What follows belongs to an exercise in optimizing a design on an open flow for small area, a short achievable clock period and few clock cycles per item; a production flow would make more cautious choices.
RTL that was checked went through simulation tests only; none was proved equivalent to the original.
Only the layout flow was run in run 1; the RTL was not checked for function there.

==> flow/design.v, too long to show whole: its modules and the start of the top module <==
// module mult: 985 lines
module mult(
      input  reset,
      input  clk,
      input  [31:0] a_in,
      input  [31:0] b_in,
      input  start,
      output logic [63:0] product,
      output logic done);
  // ...
==> flow/flow/run.sh <==
#!/bin/bash
# The standard layout (standard.sh) with these changes to its synthesis:
#  - Yosys's early "abc -fast" is skipped (SYNTH_ARGS=-noabc), so extract_fa
#    sees the carry-save tree as the RTL writes it;
#  - port buffers use the smallest buffer (the resizer upsizes where needed).
# Registers, their names and the flatten/rename steps are those of synth_recipe.tcl.
set -euo pipefail
HERE=$(pwd)
export SYNTH_ARGS="-noabc"
export BUFFER_PORTS_ARGS="-buffer_cell sky130_fd_sc_hd__buf_1"
sed 's|^\( *\)extract_fa {\*}\[dont_use_extract_fa_args\]$|\1extract_fa {*}[dont_use_extract_fa_args] * w:og* w:op* %u o:product %u %ci1 %d|' \
  "$FLOW_HOME/scripts/synth.tcl" > synth_x.tcl
grep -q 'o:product %u %ci1 %d' synth_x.tcl
sed -i 's|^\( *\)log_cmd abc {\*}\$abc_args$|\1log_cmd abc {*}$lib_args {*}$lib_dont_use_args -script {+strash;map,-D,1200;buffer;upsize,-D,1200;dnsize,-D,1200} o:product %ci*:-sky130_fd_sc_hd__edfxtp_1\n\1log_cmd abc {*}$abc_args|' synth_x.tcl
grep -q -- '-script {+strash;map,-D,1200;buffer;upsize,-D,1200;dnsize,-D,1200} o:product' synth_x.tcl
sed "s|source \$::env(SCRIPTS_DIR)/synth.tcl|source $HERE/synth_x.tcl|" synth_recipe.tcl > synth_recipe_x.tcl
grep -q "source $HERE/synth_x.tcl" synth_recipe_x.tcl
sed "s|SYNTH_SCRIPT=[^ ]*|SYNTH_SCRIPT=$HERE/synth_recipe_x.tcl|" standard.sh > standard_x.sh
bash standard_x.sh synth > synth.log 2>&1
bash standard.sh > standard.log 2>&1
==> flow/standard.sh <==
#!/bin/bash
# synth_recipe.tcl (not shown) runs the flow's synth.tcl, then flattens the netlist and writes it again
# the make line also repeats each setting of config.mk as NAME=value (left out here)
make -C /OpenROAD-flow-scripts/flow DESIGN_CONFIG=/design/flow/config.mk WORK_HOME=/design/flow/orfs CLKGATE_MAP_FILE= SYNTH_SCRIPT=/design/flow/synth_recipe.tcl "${@:-finish}"
==> flow/config.mk <==
export PLATFORM = sky130hd
export DESIGN_NAME = mult
export DESIGN_NICKNAME = mult
export VERILOG_FILES = /design/flow/design.v
export SDC_FILE = /design/flow/constraint.sdc
export NUM_CORES = 4
export LEC_CHECK = 0
export CAP_MARGIN = 20
export CORE_MARGIN = 2
export CORE_UTILIZATION = 40
export PLACE_DENSITY = 0.6
export SETUP_SLACK_MARGIN = 0.15
export SLEW_MARGIN = 20
==> flow/constraint.sdc <==
create_clock -name core_clock -period 4.0 [get_ports {clk}]
set_input_delay 0.8000 -clock core_clock [delete_from_list [all_inputs] [get_ports {clk}]]
set_output_delay 0.8000 -clock core_clock [all_outputs]
set_load 0.01 [all_outputs]
==> results by group, run 1 <==
Final layout
  • Area grow syn2layout: 19.8%
  • Layout fillers: 3,718
  • Share of cells above drive strength 1: 0.232
  • Area occupied by multi-input gates: 13,100 sq um
  • Sequential portion of the cell area: 0.170

Drt
  • DRT met1 WL: about 20 mm
  • DR pass1 iterations: 5

Critical path
  • Setup slack, reg-to-reg: -10 ps
  • Worst reg2reg path endpoint: cw[6]
  • Crit path top cell by count: fa_2
  • Crit path to: cw[6]

Synthesis
  • Most used flip-flop cell after synthesis: edfxtp_1
  • Mean post-synth cell area: 11.5 sq um
  • Post-Synth XOR/XNOR Area: 0.0469
  • Area contributors post-synth: fa_1 (41%), edfxtp_1 (20%), and2b_1 (10%), nor2b_1 (5.1%), and2_1 (2.8%)

Status
  • Status: finished with violations
  • Layout check faults: setup timing

Timing
  • Setup violations, final: 2
  • Setup slack after layout: -14.8 ps
  • Worst Tran Pin Value: between 700 and 800 ps
  • Final Slew Violations: 0
  • Worst Skew: between 15 and 20 ps

CTS
  • Worst-Skew Late Latency: between 300 and 400 ps

Flow run
  • Max Cap Viol: 0

Global routing
  • Vias in the first global route: 12,100
  • Busiest layer in global routing: met2
==> run 2: changes to the inputs <==
--- a/flow/design.v
+++ b/flow/design.v
@@ -8,31 +8,33 @@
       output logic done);
   logic busy;                
   logic selb;                
   logic [1:0] cnt;
   logic [31:0] sw, cw;     
   logic [10:0] ls, lc;     
   logic [21:0] l;          
   wire [10:0] bsel = selb ? l[10:0] : b_in[10:0];
+  logic selc;                
+  wire [10:0] bselc = selc ? l[10:0] : b_in[10:0];
   wire [31:0] ws = sw & {32{busy}};
   wire [31:0] wc = cw & {32{busy}};
   wire [11:0] lres = ls + lc;
   wire cyi = busy & lres[11];   
-  wire [31:0] pp0 = a_in & {32{bsel[0]}};
-  wire [31:0] pp1 = a_in & {32{bsel[1]}};
-  wire [31:0] pp2 = a_in & {32{bsel[2]}};
-  wire [31:0] pp3 = a_in & {32{bsel[3]}};
-  wire [31:0] pp4 = a_in & {32{bsel[4]}};
-  wire [31:0] pp5 = a_in & {32{bsel[5]}};
-  wire [31:0] pp6 = a_in & {32{bsel[6]}};
-  wire [31:0] pp7 = a_in & {32{bsel[7]}};
-  wire [31:0] pp8 = a_in & {32{bsel[8]}};
-  wire [31:0] pp9 = a_in & {32{bsel[9]}};
-  wire [31:0] pp10 = a_in & {32{bsel[10]}};
+  wire [31:0] pp0 = a_in & {{16{bselc[0]}}, {16{bsel[0]}}};
+  wire [31:0] pp1 = a_in & {{16{bselc[1]}}, {16{bsel[1]}}};
+  wire [31:0] pp2 = a_in & {{16{bselc[2]}}, {16{bsel[2]}}};
+  wire [31:0] pp3 = a_in & {{16{bselc[3]}}, {16{bsel[3]}}};
+  wire [31:0] pp4 = a_in & {{16{bselc[4]}}, {16{bsel[4]}}};
+  wire [31:0] pp5 = a_in & {{16{bselc[5]}}, {16{bsel[5]}}};
+  wire [31:0] pp6 = a_in & {{16{bselc[6]}}, {16{bsel[6]}}};
+  wire [31:0] pp7 = a_in & {{16{bselc[7]}}, {16{bsel[7]}}};
+  wire [31:0] pp8 = a_in & {{16{bselc[8]}}, {16{bsel[8]}}};
+  wire [31:0] pp9 = a_in & {{16{bselc[9]}}, {16{bsel[9]}}};
+  wire [31:0] pp10 = a_in & {{16{bselc[10]}}, {16{bsel[10]}}};
   wire s1 = wc[7] ^ ws[7];
   wire c2 = wc[7] & ws[7];
   wire s3 = wc[8] ^ ws[8] ^ pp0[8];
   wire c4 = (wc[8] & ws[8]) | (wc[8] & pp0[8]) | (ws[8] & pp0[8]);
   wire s5 = pp1[7] ^ pp2[6];
   wire c6 = pp1[7] & pp2[6];
   wire s7 = wc[9] ^ ws[9] ^ pp0[9];
   wire c8 = (wc[9] & ws[9]) | (wc[9] & pp0[9]) | (ws[9] & pp0[9]);
@@ -752,16 +754,20 @@
         cnt <= cnt + 1'b1;
       end
     end
   end
   always_ff @(posedge clk, posedge reset) begin
     if (reset) selb <= 1'b0;
     else selb <= (start || busy) && cnt != 2'd2;
   end
+  always_ff @(posedge clk, posedge reset) begin
+    if (reset) selc <= 1'b0;
+    else selc <= busy ? cnt != 2'd2 : start;
+  end
   always_ff @(posedge clk) begin
     if (start || busy) begin
       sw <= r0[42:11];
       cw <= r1[42:11];
       ls <= r0[10:0];
       lc <= r1[10:0];
       l <= busy ? {lres[10:0], l[21:11]} : {1'd0, b_in[31:11]};
     end
==> flow/config.mk (replaced) <==
export PLATFORM = sky130hd
export DESIGN_NAME = mult
export DESIGN_NICKNAME = mult
export VERILOG_FILES = /design/flow/design.v
export SDC_FILE = /design/flow/constraint.sdc
export NUM_CORES = 4
export LEC_CHECK = 0
export CAP_MARGIN = 20
export CORE_MARGIN = 2
export CORE_UTILIZATION = 40
export PLACE_DENSITY = 0.6
export SETUP_SLACK_MARGIN = 0.3
export SLEW_MARGIN = 20
==> results by group, run 2 <==
Status
  • Status: finished clean (was finished with violations)

Global routing
  • Global router's overall resource usage: 0.225 (was 0.228)
  • Initial antenna violation count: 1 (was 0)
  • Vias in the first global route: 12,700 (was 12,100)
  • First-pass GRT wire length: 73.4 mm (was 71.3 mm)
  • Largest net degree at the start of global routing: 60 (was 53)
  • Total gr overflow: 0 (unchanged)

Synthesis
  • Post-Synthesis Cells: 1,437 (was 1,419)
  • Area contributors post-synth: fa_1 (40%), edfxtp_1 (19%), and2b_1 (12%), nor2b_1 (3.7%), and2_1 (2.7%) (was fa_1 (41%), edfxtp_1 (20%), and2b_1 (10%), nor2b_1 (5.1%), and2_1 (2.8%))
  • Most used flip-flop cell after synthesis: edfxtp_1 (unchanged)
  • Mux share of post-synthesis cell area: 0.0280 (was 0.0212)
  • Synth Area in Compound Gates: 0.0477 (was 0.0451)
  • Synth Area in Adders: 0.419 (was 0.425)
  • Simple-Gate Fraction of Synth Area: 0.224 (was 0.221)
  • Synth async-reset ratio: 0.0531 (was 0.0446)
  • Synth warn: 1 (unchanged)
  • Number of flops mapped to enable cells by yosys: 107 (unchanged)
  • Register area share after synthesis: 0.203 (was 0.204)
  • Mean post-synth cell area: 11.6 sq um (was 11.5 sq um)
  • Yosys reg bits: 113 (was 112)
  • Post-Synth XOR/XNOR Area: 0.0436 (was 0.0469)
  • Library cells used by synthesis: 67 (was 63)
  • Syn Nets: 1,859 (was 1,841)
  • Most common cell in the netlist: fa_1 (unchanged)
  • Mapped Area: 16,600 sq um (was 16,400 sq um)
  • Main combinational cell family by area after synthesis: adder cells (unchanged)
  • Synth cell count leaders: fa_1 (331), and2b_1 (260), edfxtp_1 (107) (was fa_1 (331), and2b_1 (218), nor2b_1 (134))
  • Top cell type's share of synthesized area: 0.399 (was 0.405)
  • Cell taking the most area after synthesis: fa_1 (unchanged)

Floorplanning
  • Die Y: 208 um (was 206 um)
  • Die area: 43,100 sq um (was 42,500 sq um)
  • Row count: 74 (unchanged)
  • Starting Density: 0.406 (was 0.403)
  • Die width: 208 um (was 206 um)
  • Total I/O pin count: 132 (unchanged)
  • Core area: 40,900 sq um (was 40,600 sq um)

Final layout
  • Area occupied by multi-input gates: 13,500 sq um (was 13,100 sq um)
  • Most common cell after layout, fill and taps aside: and2b_1 (unchanged)
  • Biggest regs: sw (32), cw (31), l (22) (unchanged)
  • Share of cells above drive strength 1: 0.262 (was 0.232)
  • Largest register FFs: 32 (unchanged)
  • Layout fillers: 3,679 (was 3,718)
  • Reg area: 3360 sq um (was 3340 sq um)
  • Nets: 2,079 (was 2,016)
  • Largest Register: sw (unchanged)
  • Most frequent cells in the layout: and2b_1 (260), fa_1 (183), fa_2 (148), buf_1 (128), edfxtp_1 (107) (was and2b_1 (218), fa_1 (180), fa_2 (151), buf_1 (131), nor2b_1 (126))
  • Area grow syn2layout: 23.8% (was 19.8%)

Critical path
  • Crit path to: cw[22] (was cw[6])
  • CP Class: flip-flop to flip-flop (unchanged)
  • Largest stage delay, worst path: 590 ps (was 550 ps)
  • Crit path DAT: 4100 ps (was 4140 ps)
  • Worst path cell trace: buf_12 > buf_12 > mux2i_4 > buf_12 > and2b_1 > fa_1 > fa_2 > fa_2 > fa_2 > fa_2 (was buf_12 > mux2i_4 > buf_4 > clkbuf_16 > and2b_1 > fa_1 > fa_2 > fa_2 > fa_1 > fa_2)
  • Worst path buffer plus inverter count: 3 (unchanged)
  • Setup slack, reg-to-reg: 70 ps (was -10 ps)
  • Critical Path RT: 4170 ps (was 4120 ps)
  • WP depth: 10 (unchanged)
  • Crit path top cell by count: fa_2 (unchanged)
  • Crit path launch type: flip-flop (unchanged)
  • CP endpoint kind: flip-flop (unchanged)
  • CP delay by family, top: adder cells (unchanged)
  • Crit Reg-Reg Startpoint: selc (was selb)
  • Critical Path Source: selc (was selb)
  • R2R depth: 10 (unchanged)
  • Worst reg2reg path endpoint: cw[22] (was cw[6])
  • Crit Path Max Fanout: 16 (was 7)
  • CP max stage cell: fa_1 (unchanged)

CTS
  • CTS tree: yes (unchanged)
  • Clk sinks: 113 (was 112)
  • Worst-case clock buffer depth: 2 (unchanged)
  • CTS clk-pin slew, worst paths: 60 ps (was 100 ps)
  • H-tree depth: 4 (was 3)
  • CTS root buf: clkbuf_16 (unchanged)
  • Worst-Skew Late Latency: 440 ps (was 390 ps)
  • Num CTS Buffers: 17 (was 9)
  • Hold buffers post-CTS: 0 (unchanged)

Timing
  • Setup slack after layout: 69.9 ps (was -14.8 ps)
  • Setup violations, final: 0 (was 2)
  • Max Fclk: 254 MHz (was 249 MHz)
  • Final Slew Violations: 0 (unchanged)
  • RSZ-0062 raised after global routing: yes (unchanged)
  • Final Hold Fails: 0 (unchanged)
  • Worst Skew: 10.7 ps (was 18.0 ps)
  • Final period utilization: 0.983 (was 1.00)
  • Setup TNS: 0 ps (was -22.6 ps)
  • Slew HR: 0.562 (was 0.529)
  • Min Tclk post-route: 3930 ps (was 4010 ps)
  • Worst Tran Pin Value: 658 ps (was 700 ps)

Drt
  • Routed wire length: 47.5 mm (was 48.2 mm)
  • Routed vias: 11,300 (was 10,900)
  • DRC: 0 (unchanged)
  • DR pass1 iterations: 5 (unchanged)
  • Antenna Violating Nets Remaining: 0 (unchanged)
  • Avg Vias per Cell: 5.12 (about the same)
  • Routed WL per cell: 21.5 um (was 22.6 um)
  • Starting DRC count in detailed routing: 670 (was 717)

Place
  • GP Congestion: 0.858 (was 0.872)
  • Setup WS pre-CTS: -377 ps (was -220 ps)
  • I/O Buffers: 131 (unchanged)
  • Final HPWL DP: 37.0 mm (was 36.4 mm)

Worst hold path
  • Worst min path class: primary input to asynchronous set/reset pin (unchanged)

Flow run
  • Max Cap Viol: 0 (unchanged)
[run 2: final cells by class]
cell class | count | area share
inverter | 67 | 0.0124
timing repair buffer | 273 | 0.106
antenna | 2 | 0.000244
multi-input combinational | 1185 | 0.657
sequential | 113 | 0.164
clock buffer | 17 | 0.0207
tap | 532 | 0.0324
clock inverter | 15 | 0.00767
[run 2: metal layers]
metal,global-route usage,up-vias,part of all wire
met5,0,-,0
met4,0.0699,0,0.026
met3,0.0301,69,0.032
met2,0.408,281,0.53
met1,0.277,5906,0.41
li1,-,5033,-
[run 2: cell families (layout without fill, tap and decap cells)]
logic type	Yosys count	in the layout
AO/OA/AOI/OAI	124	124
XOR/XNOR	72	72
adder cells (fa/ha/maj)	358	358
buffers and inverters	140	372
flip-flops	113	113
multiplexers	44	44
other	0	2
AND/OR/NAND/NOR	586	587
[run 2: metrics by stage]
stage	utilization	instance area, sq um	cells	hold WS (ps)
finish	0.502	20500	2204	244
global route	0.502	20500	2203	239
CTS	0.490	20000	2178	229
detailed placement	0.467	19100	2121	511
global placement	0.467	19100	2121	508
floorplan	-	17200	1437	537
[run 2: worst min-delay path by stage]
stage	slack, ps	end	startpoint	depth (start not counted)
6_report	240	cnt[0]	reset	2
5_1_grt	240	cnt[0]	reset	2
4_1_cts	230	cnt[0]	reset	2
3_5_place_dp	510	done	done	1
3_3_place_gp	510	done	done	1
2_1_floorplan	540	cnt[1]	cnt[1]	2
[run 2: what timing repair did]
item | CTS | global route
pin swaps | 18 | 30
gates resized for setup | 29 | 96
hold endpoints to repair | 0 | 0
gates cloned | 1 | 1
setup buffers | 24 | 23
endpoints found under the setup margin | 77 | 81
Testbench counts of run 2, summed over its fixed seeds: cycles 3,600, items 1,200.
==> run 3: changes to the inputs <==
--- a/flow/config.mk
+++ b/flow/config.mk
@@ -8,6 +8,6 @@
 export CAP_MARGIN = 20
 export CORE_MARGIN = 2
 export CORE_UTILIZATION = 40
+export CTS_BUF_LIST = sky130_fd_sc_hd__clkbuf_8
 export PLACE_DENSITY = 0.6
-export SETUP_SLACK_MARGIN = 0.3
 export SLEW_MARGIN = 20
==> results by group, run 3 <==
CTS
  • Worst-Skew Late Latency: 480 ps (was 440 ps)
  • CTS clk-pin slew, worst paths: 80 ps (was 60 ps)
  • CTS root buf: clkbuf_8 (was clkbuf_16)
  • Num CTS Buffers: 17 (unchanged)
  • Worst-case clock buffer depth: 2 (unchanged)
  • Hold buffers post-CTS: 0 (unchanged)
  • H-tree depth: 4 (unchanged)
  • Clk sinks: 113 (unchanged)
  • CTS tree: yes (unchanged)

Timing
  • Final Slew Violations: 0 (unchanged)
  • Worst Skew: 24.0 ps (was 10.7 ps)
  • Final Hold Fails: 0 (unchanged)
  • Min Tclk post-route: 3950 ps (was 3930 ps)
  • Max Fclk: 253 MHz (was 254 MHz)
  • Setup slack after layout: 54.5 ps (was 69.9 ps)
  • Setup violations, final: 0 (unchanged)
  • RSZ-0062 raised after global routing: yes (unchanged)
  • Final period utilization: 0.986 (was 0.983)
  • Worst Tran Pin Value: 859 ps (was 658 ps)
  • Slew HR: 0.427 (was 0.562)
  • Setup TNS: 0 ps (unchanged)

Drt
  • Routed wire length: 46.7 mm (was 47.5 mm)
  • Routed vias: 11,200 (was 11,300)
  • Routed WL per cell: 21.5 um (about the same)
  • DRC: 0 (unchanged)
  • Avg Vias per Cell: 5.17 (was 5.12)
  • DR pass1 iterations: 5 (unchanged)
  • Starting DRC count in detailed routing: 594 (was 670)
  • Antenna Violating Nets Remaining: 0 (unchanged)

Critical path
  • CP Class: flip-flop to flip-flop (unchanged)
  • Crit path DAT: 4160 ps (was 4100 ps)
  • R2R depth: 9 (was 10)
  • Crit Path Max Fanout: 16 (unchanged)
  • Crit path launch type: flip-flop (unchanged)
  • Critical Path RT: 4210 ps (was 4170 ps)
  • CP endpoint kind: flip-flop (unchanged)

Synthesis
  • Synth warn: 1 (unchanged)
  • Cell taking the most area after synthesis: fa_1 (unchanged)
  • Mean post-synth cell area: 11.6 sq um (unchanged)
  • Top cell type's share of synthesized area: 0.399 (unchanged)
  • Number of flops mapped to enable cells by yosys: 107 (unchanged)
  • Library cells used by synthesis: 67 (unchanged)
  • Post-Synthesis Cells: 1,437 (unchanged)
  • Area contributors post-synth: fa_1 (40%), edfxtp_1 (19%), and2b_1 (12%), nor2b_1 (3.7%), and2_1 (2.7%) (unchanged)
  • Syn Nets: 1,859 (unchanged)
  • Synth cell count leaders: fa_1 (331), and2b_1 (260), edfxtp_1 (107) (unchanged)
  • Most used flip-flop cell after synthesis: edfxtp_1 (unchanged)
  • Most common cell in the netlist: fa_1 (unchanged)
  • Mapped Area: 16,600 sq um (unchanged)
  • Register area share after synthesis: 0.203 (unchanged)
  • Yosys reg bits: 113 (unchanged)
  • Synth async-reset ratio: 0.0531 (unchanged)

Final layout
  • Most frequent cells in the layout: fa_1 (326), and2b_1 (260), buf_1 (131), edfxtp_1 (107), nor2b_1 (96) (was and2b_1 (260), fa_1 (183), fa_2 (148), buf_1 (128), edfxtp_1 (107))
  • Finished Cell Area: 19,200 sq um (was 20,500 sq um)
  • Most common cell after layout, fill and taps aside: fa_1 (was and2b_1)
  • Area grow syn2layout: 15.8% (was 23.8%)
  • Largest register FFs: 32 (unchanged)
  • Share of cells above drive strength 1: 0.135 (was 0.262)
  • Utilization after layout: 0.470 (was 0.502)
  • Largest Register: sw (unchanged)
  • Nets: 2,042 (was 2,079)
  • Biggest regs: sw (32), cw (31), l (22) (unchanged)

Floorplanning
  • Die Y: 208 um (unchanged)
  • Die area: 43,100 sq um (unchanged)
  • Die width: 208 um (unchanged)
  • Starting Density: 0.406 (unchanged)
  • Core area: 40,900 sq um (unchanged)
  • Row count: 74 (unchanged)
  • Total I/O pin count: 132 (unchanged)

Global routing
  • First-pass GRT wire length: 72.8 mm (was 73.4 mm)
  • Global router's overall resource usage: 0.224 (was 0.225)
  • Vias in the first global route: 12,400 (was 12,700)
  • Largest net degree at the start of global routing: 61 (was 60)
  • Initial antenna violation count: 2 (was 1)
  • Total gr overflow: 0 (unchanged)

Status
  • Status: finished clean (unchanged)

Place
  • Final HPWL DP: 37.5 mm (was 37.0 mm)
  • I/O Buffers: 131 (unchanged)
  • GP Congestion: 0.886 (was 0.858)
  • Setup WS pre-CTS: -260 ps (was -377 ps)
  • Placed Area: 18,700 sq um (was 19,100 sq um)

Flow run
  • Max Cap Viol: 0 (unchanged)

Worst hold path
  • Worst min path class: primary input to asynchronous set/reset pin (unchanged)
[run 3: cell counts after synthesis]
Identical to the previous run, type by type.
[run 3: logic make-up after synthesis]
kind of cell / after synthesis / share of synthesized area
and+or+nand+nor: 586 / 0.224
adders and majority gates: 358 / 0.419
buffers and inverters: 140 / 0.0345
AOI/OAI and AO/OA: 124 / 0.0477
DFF: 113 / 0.203
xor gates and xnor gates: 72 / 0.0436
muxes: 44 / 0.0280
[run 3: routing by layer]
layer | vias up | routed length, um | track usage | part of all wire
met5 | - | 0 | 0 | 0
met4 | 0 | 1480 | 0.0802 | 0.032
met3 | 70 | 1830 | 0.0289 | 0.039
met2 | 274 | 24200 | 0.392 | 0.52
met1 | 5899 | 19200 | 0.285 | 0.41
li1 | 4957 | - | - | -
[run 3: through the flow]
stage,hold slack [ps],instances
floorplan,537,1437
global placement,495,2127
detailed placement,499,2127
CTS,211,2159
global route,217,2167
finish,225,2167
[run 3: final timing paths]
check / startpoint / endpoint / slack [ps]
setup / recovery: selc / cw[13] / 50
hold / removal: reset / done / 230
setup reg to reg: selc / cw[13] / 50
hold reg to reg: done / done / 520
max in group asynchronous: reset / selb / 3550
min in group core_clock: done / done / 520
[run 3: final cells by class]
cell class,instances,area [sq um]
Antenna cell,2,5.00
Clock buffer,17,234
Clock inverter,15,109
Fill cell,3805,21700
Inverter,67,254
Multi-Input combinational cell,1184,12800
Sequential cell,113,3370
Tap cell,532,666
Timing Repair Buffer,237,1770
[run 3: worst max-delay path, stage by stage (launching register included)]
cell	delay [ps]
dfrtp_1	380
buf_12	170
mux2i_4	260
buf_12	170
and2b_1	210
fa_1	520
fa_1	510
fa_1	400
fa_1	600
fa_1	460
[run 3: repair_timing]
| action | in CTS | in global routing |
|---|---|---|
| pin swaps | 0 | 2 |
| gates resized for setup | 2 | 17 |
| setup buffers | 0 | 5 |
| gates cloned | 0 | 1 |
| endpoints found under the setup margin | 10 | 28 |
==> run 4: changes to the inputs <==
--- a/flow/config.mk
+++ b/flow/config.mk
@@ -8,6 +8,5 @@
 export CAP_MARGIN = 20
 export CORE_MARGIN = 2
 export CORE_UTILIZATION = 40
-export CTS_BUF_LIST = sky130_fd_sc_hd__clkbuf_8
 export PLACE_DENSITY = 0.6
 export SLEW_MARGIN = 20
==> results by group, run 4 <==
Critical path
  • Setup slack, reg-to-reg: 50 ps (about the same)
  • Crit path DAT: 4120 ps (was 4160 ps)
  • Crit Reg-Reg Startpoint: selc (unchanged)
  • R2R depth: 9 (unchanged)
  • CP Class: flip-flop to flip-flop (unchanged)
  • Worst reg2reg path endpoint: cw[20] (was cw[13])
  • CP endpoint kind: flip-flop (unchanged)
  • Critical Path RT: 4170 ps (was 4210 ps)
  • Crit path launch type: flip-flop (unchanged)
  • Crit Path Max Fanout: 11 (was 16)

Global routing
  • Initial antenna violation count: 2 (unchanged)
  • Busiest layer in global routing: met2 (unchanged)
  • Total gr overflow: 0 (unchanged)
  • Largest net degree at the start of global routing: 61 (unchanged)
  • M3 GR Usage: 0.0298 (was 0.0289)
  • Met2 Track Usage GR: 0.393 (was 0.392)
  • GR Util met1: 0.286 (was 0.285)
  • First-pass GRT wire length: 73.0 mm (was 72.8 mm)
  • Vias in the first global route: 12,400 (about the same)
  • Global router's overall resource usage: 0.225 (was 0.224)

CTS
  • Num CTS Buffers: 17 (unchanged)
  • CTS root buf: clkbuf_16 (was clkbuf_8)
  • CTS tree: yes (unchanged)
  • Worst-case clock buffer depth: 2 (unchanged)
  • Worst-Skew Late Latency: 440 ps (was 480 ps)
  • H-tree depth: 4 (unchanged)
  • Clk sinks: 113 (unchanged)
  • CTS clk-pin slew, worst paths: 60 ps (was 80 ps)
  • Hold buffers post-CTS: 0 (unchanged)

Synthesis
  • Yosys reg bits: 113 (unchanged)
  • Top cell type's share of synthesized area: 0.399 (unchanged)
  • Synth cell count leaders: fa_1 (331), and2b_1 (260), edfxtp_1 (107) (unchanged)
  • Mapped Area: 16,600 sq um (unchanged)
  • Syn Nets: 1,859 (unchanged)
  • Most used flip-flop cell after synthesis: edfxtp_1 (unchanged)
  • Library cells used by synthesis: 67 (unchanged)
  • Most common cell in the netlist: fa_1 (unchanged)
  • Area contributors post-synth: fa_1 (40%), edfxtp_1 (19%), and2b_1 (12%), nor2b_1 (3.7%), and2_1 (2.7%) (unchanged)
  • Synth async-reset ratio: 0.0531 (unchanged)
  • Post-Synthesis Cells: 1,437 (unchanged)
  • Mean post-synth cell area: 11.6 sq um (unchanged)
  • Synth warn: 1 (unchanged)
  • Cell taking the most area after synthesis: fa_1 (unchanged)
  • Register area share after synthesis: 0.203 (unchanged)
  • Number of flops mapped to enable cells by yosys: 107 (unchanged)

Final layout
  • Area grow syn2layout: 17.3% (was 15.8%)
  • Biggest regs: sw (32), cw (31), l (22) (unchanged)
  • Final Instance Count excl. Fillers: 2,172 (was 2,167)
  • Most common cell after layout, fill and taps aside: fa_1 (unchanged)
  • Most frequent cells in the layout: fa_1 (324), and2b_1 (260), buf_1 (131), edfxtp_1 (107), nor2b_1 (95) (was fa_1 (326), and2b_1 (260), buf_1 (131), edfxtp_1 (107), nor2b_1 (96))
  • Share of cells above drive strength 1: 0.137 (was 0.135)
  • Largest Register: sw (unchanged)
  • Largest register FFs: 32 (unchanged)
  • Nets: 2,046 (was 2,042)
  • Layout fillers: 3,774 (was 3,805)
  • Utilization after layout: 0.476 (was 0.470)

Floorplanning
  • Starting Density: 0.406 (unchanged)
  • Die width: 208 um (unchanged)
  • Die area: 43,100 sq um (unchanged)
  • Total I/O pin count: 132 (unchanged)
  • Die Y: 208 um (unchanged)
  • Row count: 74 (unchanged)
  • Core area: 40,900 sq um (unchanged)

Drt
  • Routed WL per cell: 21.6 um (was 21.5 um)
  • Routed wire length: 46.9 mm (was 46.7 mm)
  • Routed vias: 11,200 (about the same)
  • DR pass1 iterations: 5 (unchanged)
  • Antenna Violating Nets Remaining: 0 (unchanged)
  • Starting DRC count in detailed routing: 646 (was 594)
  • Avg Vias per Cell: 5.15 (was 5.17)
  • DRC: 0 (unchanged)

Place
  • I/O Buffers: 131 (unchanged)
  • Setup WS pre-CTS: -260 ps (unchanged)
  • GP Congestion: 0.886 (unchanged)
  • Placed cell count: 2,127 (unchanged)
  • Final HPWL DP: 37.5 mm (unchanged)

Worst hold path
  • Worst min path class: primary input to asynchronous set/reset pin (unchanged)

Timing
  • Slew HR: 0.439 (was 0.427)
  • Max Fclk: 253 MHz (about the same)
  • Min Tclk post-route: 3950 ps (about the same)
  • RSZ-0062 raised after global routing: yes (unchanged)
  • Worst Tran Pin Value: 842 ps (was 859 ps)
  • Final Hold Fails: 0 (unchanged)
  • Setup slack after layout: 46.8 ps (was 54.5 ps)
  • Final period utilization: 0.988 (was 0.986)
  • Final Slew Violations: 0 (unchanged)
  • Setup violations, final: 0 (unchanged)
  • Hold slack: 266 ps (was 225 ps)
  • Worst Skew: 16.7 ps (was 24.0 ps)

Status
  • Status: finished clean (unchanged)

Flow run
  • Max Cap Viol: 0 (unchanged)
[run 4: changes by cell type in the layout (fill, tap and decap cells not counted)]
cell,delta
buf_4,+3
buf_6,+1
clkbuf_16,+17
clkbuf_8,-17
diode_2,+1
fa_1,-2
fa_2,+2
mux2i_2,-2
mux2i_4,+2
nor2b_1,-1
nor2b_2,+1
xor2_1,+2
xor2_2,-2
[run 4: layout make-up]
class,instances,area (sq um),area share
Antenna cell,3,7.51,0.000386
Tap cell,532,666,0.0342
Multi-Input combinational cell,1184,12800,0.659
Inverter,67,254,0.0130
Timing Repair Buffer,241,1810,0.0927
Clock inverter,15,109,0.00559
Sequential cell,113,3370,0.173
Clock buffer,17,425,0.0219
[run 4: how the worst max path moves through the flow]
stage                     slack [ps]     from     endpoint
after global placement          -240  b_in[0]       lc[10]
after floorplan                    3  b_in[8]       cw[10]
after CTS                          8    ls[9]  product[63]
after detailed placement        -260  b_in[1]       cw[13]
final                             50     selc       cw[20]
after global routing             -20     selc       cw[20]
[run 4: cell families (layout without fill, tap and decap cells)]
group | count (synthesis) | count (layout) | synth area share
simple gates | 586 | 586 | 0.224
compound gates | 124 | 124 | 0.0477
fa+ha+maj | 358 | 358 | 0.419
other cells | 0 | 3 | 0
mux | 44 | 44 | 0.0280
xor+xnor | 72 | 72 | 0.0436
flops | 113 | 113 | 0.203
buf+inv | 140 | 340 | 0.0345
[run 4: stage by stage]
step                cell area [sq um]  setup TNS [ps]
floorplan                       16700               0
global placement                18700           -7430
detailed placement              18700           -8820
CTS                             19200               0
global route                    19500           -47.6
finish                          19500               0
[run 4: critical path, stage by stage (launching register included)]
cell,delay [ps]
dfrtp_2,410
buf_12,160
mux2i_2,290
buf_12,180
and2b_1,200
fa_1,570
fa_1,450
fa_1,410
fa_1,570
fa_1,450
[run 4: timing repair]
item | in CTS | in global routing
gates resized for setup | 0 | 27
setup endpoints to repair | 0 | 26
endpoints found under the hold margin | 0 | 0
buffers inserted | 0 | 8
[run 4: per-layer routing]
metal	wire length [um]	vias to the layer above
met5	0	-
met4	1450	0
met3	1750	72
met2	24400	292
met1	19400	5844
li1	-	4974
==> run 5: changes to the inputs <==
--- a/flow/config.mk
+++ b/flow/config.mk
@@ -7,6 +7,7 @@
 export LEC_CHECK = 0
 export CAP_MARGIN = 20
 export CORE_MARGIN = 2
-export CORE_UTILIZATION = 40
-export PLACE_DENSITY = 0.6
+export CORE_UTILIZATION = 55
+export CTS_BUF_LIST = sky130_fd_sc_hd__clkbuf_8
+export PLACE_DENSITY = 0.7
 export SLEW_MARGIN = 20
==> results by group, run 5 <==
Global routing
  • First-pass GRT wire length: 69.1 mm (was 73.0 mm)
  • Global router's overall resource usage: 0.297 (was 0.225)
  • Vias in the first global route: 12,200 (was 12,400)
  • Largest net degree at the start of global routing: 60 (was 61)
  • Initial antenna violation count: 2 (unchanged)
  • Total gr overflow: 0 (unchanged)

Drt
  • Routed wire length: 44.1 mm (was 46.9 mm)
  • Avg Vias per Cell: 5.58 (was 5.15)
  • DRC: 0 (unchanged)
  • Antenna Violating Nets Remaining: 0 (unchanged)
  • DR pass1 iterations: 5 (unchanged)
  • Routed WL per cell: 21.9 um (was 21.6 um)
  • Starting DRC count in detailed routing: 730 (was 646)
  • Routed vias: 11,300 (was 11,200)

CTS
  • H-tree depth: 4 (unchanged)
  • Num CTS Buffers: 17 (unchanged)
  • CTS root buf: clkbuf_8 (was clkbuf_16)
  • Worst-case clock buffer depth: 2 (unchanged)
  • CTS tree: yes (unchanged)
  • Clk sinks: 113 (unchanged)
  • CTS clk-pin slew, worst paths: 90 ps (was 60 ps)
  • Worst-Skew Late Latency: 470 ps (was 440 ps)

Timing
  • Min Tclk post-route: 3950 ps (about the same)
  • Final Hold Fails: 0 (unchanged)
  • Worst Tran Pin Value: 717 ps (was 842 ps)
  • Max Fclk: 253 MHz (about the same)
  • Setup violations, final: 0 (unchanged)
  • RSZ-0062 raised after global routing: yes (unchanged)
  • Final Slew Violations: 0 (unchanged)
  • Worst Skew: 18.0 ps (was 16.7 ps)
  • Slew HR: 0.522 (was 0.439)
  • Hold slack: 229 ps (was 266 ps)
  • Final period utilization: 0.988 (about the same)

Final layout
  • Most common cell after layout, fill and taps aside: fa_1 (unchanged)
  • Area grow syn2layout: 13.6% (was 17.3%)
  • Biggest regs: sw (32), cw (31), l (22) (unchanged)
  • Nets: 2,034 (was 2,046)
  • Utilization after layout: 0.635 (was 0.476)
  • Most frequent cells in the layout: fa_1 (330), and2b_1 (260), buf_1 (131), edfxtp_1 (107), nor2b_1 (97) (was fa_1 (324), and2b_1 (260), buf_1 (131), edfxtp_1 (107), nor2b_1 (95))
  • Largest register FFs: 32 (unchanged)
  • Largest Register: sw (unchanged)
  • Share of cells above drive strength 1: 0.126 (was 0.137)

Flow run
  • Max Cap Viol: 0 (unchanged)

Critical path
  • Crit path launch type: flip-flop (unchanged)
  • Critical Path RT: 4200 ps (was 4170 ps)
  • Crit Path Max Fanout: 9 (was 11)
  • Setup slack, reg-to-reg: 50 ps (about the same)
  • CP endpoint kind: flip-flop (unchanged)
  • Crit path DAT: 4160 ps (was 4120 ps)
  • CP Class: flip-flop to flip-flop (unchanged)

Synthesis
  • Area contributors post-synth: fa_1 (40%), edfxtp_1 (19%), and2b_1 (12%), nor2b_1 (3.7%), and2_1 (2.7%) (unchanged)
  • Number of flops mapped to enable cells by yosys: 107 (unchanged)
  • Mapped Area: 16,600 sq um (unchanged)
  • Syn Nets: 1,859 (unchanged)
  • Synth cell count leaders: fa_1 (331), and2b_1 (260), edfxtp_1 (107) (unchanged)
  • Top cell type's share of synthesized area: 0.399 (unchanged)
  • Post-Synthesis Cells: 1,437 (unchanged)
  • Register area share after synthesis: 0.203 (unchanged)
  • Library cells used by synthesis: 67 (unchanged)
  • Most common cell in the netlist: fa_1 (unchanged)
  • Synth warn: 1 (unchanged)
  • Cell taking the most area after synthesis: fa_1 (unchanged)
  • Yosys reg bits: 113 (unchanged)
  • Synth async-reset ratio: 0.0531 (unchanged)
  • Mean post-synth cell area: 11.6 sq um (unchanged)
  • Most used flip-flop cell after synthesis: edfxtp_1 (unchanged)

Floorplanning
  • Row count: 63 (was 74)
  • Die area: 31,600 sq um (was 43,100 sq um)
  • Total I/O pin count: 132 (unchanged)
  • Die Y: 178 um (was 208 um)
  • Core area: 29,700 sq um (was 40,900 sq um)
  • Starting Density: 0.559 (was 0.406)
  • Die width: 178 um (was 208 um)

Status
  • Status: finished clean (unchanged)

Worst hold path
  • Worst min path class: primary input to asynchronous set/reset pin (unchanged)

Place
  • Final HPWL DP: 35.0 mm (was 37.5 mm)
  • I/O Buffers: 131 (unchanged)
  • GP Congestion: 0.915 (was 0.886)
[run 5: cell counts after synthesis]
No cell type changed its count.
[run 5: path summary, 6_finish.rpt]
check,start,cells after the start,end
max reg2reg,selb,10,cw[1]
min,reset,2,done
max,selb,10,cw[1]
min in group core_clock,done,1,done
min reg2reg,done,1,done
max in group asynchronous,reset,2,busy
[run 5: critical path: stages, from the launching register on]
cell and delay (ps):
dfrtp_1 380, buf_4 190, mux2i_2 230, buf_4 210, buf_4 220, nor2b_1 80
fa_1 470, fa_1 480, fa_1 430, fa_1 590, fa_1 430
[run 5: metal layers]
layer  track usage  routed length (um)  vias to the layer above
met5             0                   0                        -
met4        0.0994                1370                        0
met3        0.0585                2840                       77
met2         0.476               21000                      403
met1         0.408               18800                     5826
li1              -                   -                     4949
[run 5: logic make-up after synthesis]
kind of cell	Yosys count	synth area share
xor+xnor	72	0.0436
simple gates	586	0.224
mux	44	0.0280
flops	113	0.203
buf+inv	140	0.0345
compound gates	124	0.0477
fa+ha+maj	358	0.419
[run 5: area by class of cell]
type,instances,area [sq um]
clock buffer,17,234
clock inverter,15,151
timing repair buffer,228,1560
antenna,2,5.00
tap,390,488
sequential,113,3360
multi-input combinational,1185,12800
inverter,67,254
fill,2339,10900
[run 5: metrics by stage]
stage	cells	area (sq um)	setup TNS [ps]	setup WS [ps]
global route	2016	18900	-61.4	-23.8
floorplan	1437	16700	0	3.34
finish	2017	18900	0	49.1
detailed placement	1977	18300	-8770	-257
global placement	1977	18300	-6990	-208
CTS	2009	18700	0	73.6
[run 5: timing repair]
item                                    in CTS  in global routing
endpoints found under the setup margin      12                 22
cloned                                       0                  1
hold buffers                                 0                  0
buffers inserted                             0                  5
pin swaps                                    0                  6
gates resized for setup                      1                 11

-- separate check: timing with driven ports --
No port has a modelled driver above. Below, the same layouts with a new extraction and two added sets of constraints. Step 1, drivers: a clkbuf_16 drives clk and a buf_2 each remaining input, both assumed. Step 2 also shifts input and output timing later by t, the mid clock arrival at the registers, as if the neighbouring blocks saw the same clock. Slacks: no drivers / after step 1 / after step 2; pairs: no drivers / after step 1.
run	t, ns	setup WS [ns]	cell pins on the clock port's net
run 1	0.433	-0.015 / -0.015 / -0.256	1
run 2	0.480	0.070 / 0.070 / -0.233	1
run 3	0.520	0.054 / 0.054 / -0.304	1
run 4	0.490	0.047 / 0.047 / -0.317	1
run 5	0.500	0.049 / 0.049 / -0.272	1
With both steps, setup timing fails in run 2, run 3, run 4 and run 5, where it was met with ideal ports. For run 4, which loses most, drivers alone change the setup slack by 0.000 ns; drivers and shift together by -0.364 ns.
